Background: an optimization exercise with open tools, aiming at small area, a short achievable clock period and few clock cycles per item. Do not read the settings as production practice.
In this exercise RTL edits were held to simulation tests only and were not proved equivalent to the original.
Power and IR drop assume default switching activity.

==> try-ember <==
## matrix_pipeline_mac_top
module matrix_pipeline_mac_top (
    input wire clk,
    input wire rst,
    input wire start,
    input wire [7:0] a11, a12, a13,
    input wire [7:0] a21, a22, a23,
    input wire [7:0] a31, a32, a33,
    input wire [7:0] b11, b12, b13,
    input wire [7:0] b21, b22, b23,
    input wire [7:0] b31, b32, b33,
    output wire [15:0] c11, c12, c13,
    output wire [15:0] c21, c22, c23,
    output wire [15:0] c31, c32, c33,
    output reg done
);
clock: 6.0 ns
lec_check: 0
cap_margin: 20
core_margin: 2
core_utilization: 65
cts_buf_list: sky130_fd_sc_hd__clkbuf_4
slew_margin: 20
synth_hierarchical: 1
synth_minimum_keep_size: 0
standard.sh (not shown) runs the stock make flow with config.mk's settings and CLKGATE_MAP_FILE= SYNTH_SCRIPT=/design/flow/synth_recipe.tcl, a recipe that flattens the netlist after the stock synthesis.
==> flow/flow/run.sh <==
#!/bin/bash
# The standard layout, with sky130_fd_sc_hd__buf_8 as the input port buffers
# and sky130_fd_sc_hd__buf_2 as the output port buffers (ORFS otherwise buffers
# every port with the slow clkdlybuf4s50_1 delay cell).  The output buffers
# are added right after global placement (flow/post_gpl.tcl), since the
# timing-driven global placement removes buffers before it buffers the ports.
set -o pipefail
bash standard.sh BUFFER_PORTS_ARGS="-inputs -buffer_cell sky130_fd_sc_hd__buf_8" \
    POST_GLOBAL_PLACE_TCL="$PWD/flow/post_gpl.tcl" finish 2>&1 | tee standard_make.log
==> flow/flow/post_gpl.tcl <==
# Buffer the output ports after global placement, with a small buffer: the
# output paths have slack to spare.
buffer_ports -outputs -buffer_cell sky130_fd_sc_hd__buf_2
==> inputs of try-violet, as changes to try-ember <==
--- a/flow/flow/run.sh
+++ b/flow/flow/run.sh
@@ -2,3 +2,3 @@
 # The standard layout, with sky130_fd_sc_hd__buf_8 as the input port buffers
-# and sky130_fd_sc_hd__buf_2 as the output port buffers (ORFS otherwise buffers
+# and sky130_fd_sc_hd__buf_1 as the output port buffers (ORFS otherwise buffers
 # every port with the slow clkdlybuf4s50_1 delay cell).  The output buffers
==> flow/flow/post_gpl.tcl (replaced) <==
# Buffer the output ports after global placement, with a small buffer: the
# output paths have slack to spare.
buffer_ports -outputs -buffer_cell sky130_fd_sc_hd__buf_1
CORE_UTILIZATION = 55   (was 65)
CTS_BUF_LIST = sky130_fd_sc_hd__clkbuf_8   (was sky130_fd_sc_hd__clkbuf_4)
==> summary.txt <==
Wire length on met1: try-ember 52700 um; try-violet 57700 um
Number of clock buffer instances in the layout: try-ember 95; try-violet 48
Kind of critical path: try-ember reg2out; try-violet in2reg
Met1 track demand over resource in global routing: try-ember 52.7%; try-violet 45.0%
Crit path launch type: try-ember flip-flop; try-violet input port
Initial antenna violation count: try-ember 8; try-violet 2
R2R setup slack: try-ember 5.21 ns; try-violet 5.23 ns
Sequential power share: try-ember 17.3%; try-violet 17.6%
Portion of the clock cycle consumed by the worst path in the final layout: try-ember 73.7%; try-violet 73.1%
Status: try-ember timing/DRC/antenna clean; try-violet timing/DRC/antenna clean
Drt first pass iters: try-ember 7; try-violet 5
CP max stage cell: try-ember sky130_fd_sc_hd__xor2_1; try-violet sky130_fd_sc_hd__fa_1
Slew of the pin with the lowest slew margin: try-ember 0.895 ns; try-violet 0.788 ns
Vias in the first global route: try-ember 40675; try-violet 39852
Final wirelength: try-ember 151000 um; try-violet 153000 um
Testbench counts of try-ember, summed over its fixed seeds: cycles 960, items 960.
Testbench counts of try-violet, summed over its fixed seeds: cycles 960, items 960.

==> juniper: inputs <==
Another version of the RTL of matrix_pipeline_mac_top (not shown whole).
clock: 6.0 ns
lec_check: 0
cap_margin: 20
core_margin: 2
core_utilization: 40
slew_margin: 20
synth_hierarchical: 1
synth_minimum_keep_size: 0
==> flow/flow/run.sh <==
#!/bin/bash
# The standard layout, with sky130_fd_sc_hd__buf_4 as the port buffers
# (ORFS otherwise buffers the ports with the slow clkdlybuf4s50_1 delay cell).
set -o pipefail
bash standard.sh BUFFER_PORTS_ARGS="-buffer_cell sky130_fd_sc_hd__buf_4" finish 2>&1 | tee standard_make.log
==> nickel: changes against juniper <==
==> flow/run.sh (new file) <==
#!/bin/bash
# synth_recipe.tcl (not shown) runs the flow's synth.tcl, then flattens the netlist and writes it again
# the make line also repeats each setting of config.mk as NAME=value (left out here)
make -C /OpenROAD-flow-scripts/flow DESIGN_CONFIG=/design/flow/config.mk WORK_HOME=/design/flow/orfs CLKGATE_MAP_FILE= SYNTH_SCRIPT=/design/flow/synth_recipe.tcl finish
removed: flow/flow/run.sh
removed: flow/standard.sh
==> fjord: changes against juniper <==
CORE_UTILIZATION = 65   (was 40)
==> comparison table <==
Status: juniper timing/DRC/antenna clean; nickel timing/DRC/antenna clean; fjord timing/DRC/antenna clean
Critical-path top delay cell: juniper fa_1; nickel clkdlybuf4s50_1; fjord fa_1
Detailed-routing iteration count for the pre-antenna-repair pass: juniper 6; nickel 7; fjord 6
Clock-cell share of area: juniper 2.06%; nickel 1.99%; fjord 2.02%
Routability congestion estimate: juniper 0.881; nickel 0.897; fjord 0.877
Number of rows in the core area: juniper 130; nickel 130; fjord 102
Aggregate routed wire length: juniper 163000 µm; nickel 166000 µm; fjord 148000 µm
Drt first-iter violations: juniper 3318; nickel 3420; fjord 3408
Antenna diodes: juniper 7; nickel 2; fjord 0
Tap cell count: juniper 1650; nickel 1650; fjord 1040
Power consumed by combinational cells: juniper 0.0189 W; nickel 0.0199 W; fjord 0.0184 W
HPWL reported at the end of detailed placement: juniper 117000 µm; nickel 119000 µm; fjord 104000 µm
Net switching share of the total power: juniper 45.8%; nickel 44.7%; fjord 44.6%
Kind of capture point of the worst setup path: juniper flop; nickel primary output; fjord flop
Chip Width: juniper 361 µm; nickel 361 µm; fjord 284 µm
Final-stage net count: juniper 6479; nickel 6637; fjord 6463
CTS H-tree depth: juniper 2; nickel 2; fjord 1
Testbench counts of juniper, summed over its fixed seeds: cycles 960, items 960.
Testbench counts of nickel, summed over its fixed seeds: cycles 960, items 960.
Testbench counts of fjord, summed over its fixed seeds: cycles 960, items 960.

## re-timing with driven ports
How much do the figures lean on ideal ports? The routed layouts below were timed once more, with nothing changed but the port constraints.
Step 1 assumes that a clkbuf_16 drives the clock port and a buf_2 every other input.
Step 2 also shifts input and output timing later by t, the mid clock arrival at the registers, as if the neighbouring blocks saw the same clock.
Slacks: ideal / step 1 / step 2; pairs: ideal / step 1.
run	t (ns)	slack for setup (ns)	worst setup path at the end	clock arrival spread, ns	cell pins on the clock port's net
try-ember	0.923	1.581 / 1.513 / 0.868	input to register	0.119 / 0.120	1
try-violet	0.764	1.615 / 1.630 / 0.866	input to register	0.053 / 0.052	1
juniper	0.675	1.346 / 1.368 / 0.693	input to register	0.025 / 0.024	1
nickel	0.680	0.923 / 0.847 / 0.212	input to register	0.037 / 0.037	1
fjord	0.680	1.404 / 1.423 / 0.742	input to register	0.045 / 0.045	1
After both steps setup and hold are still met in every run listed. For try-violet, which loses most, drivers alone change the setup slack by +0.015 ns; drivers and shift together by -0.749 ns.
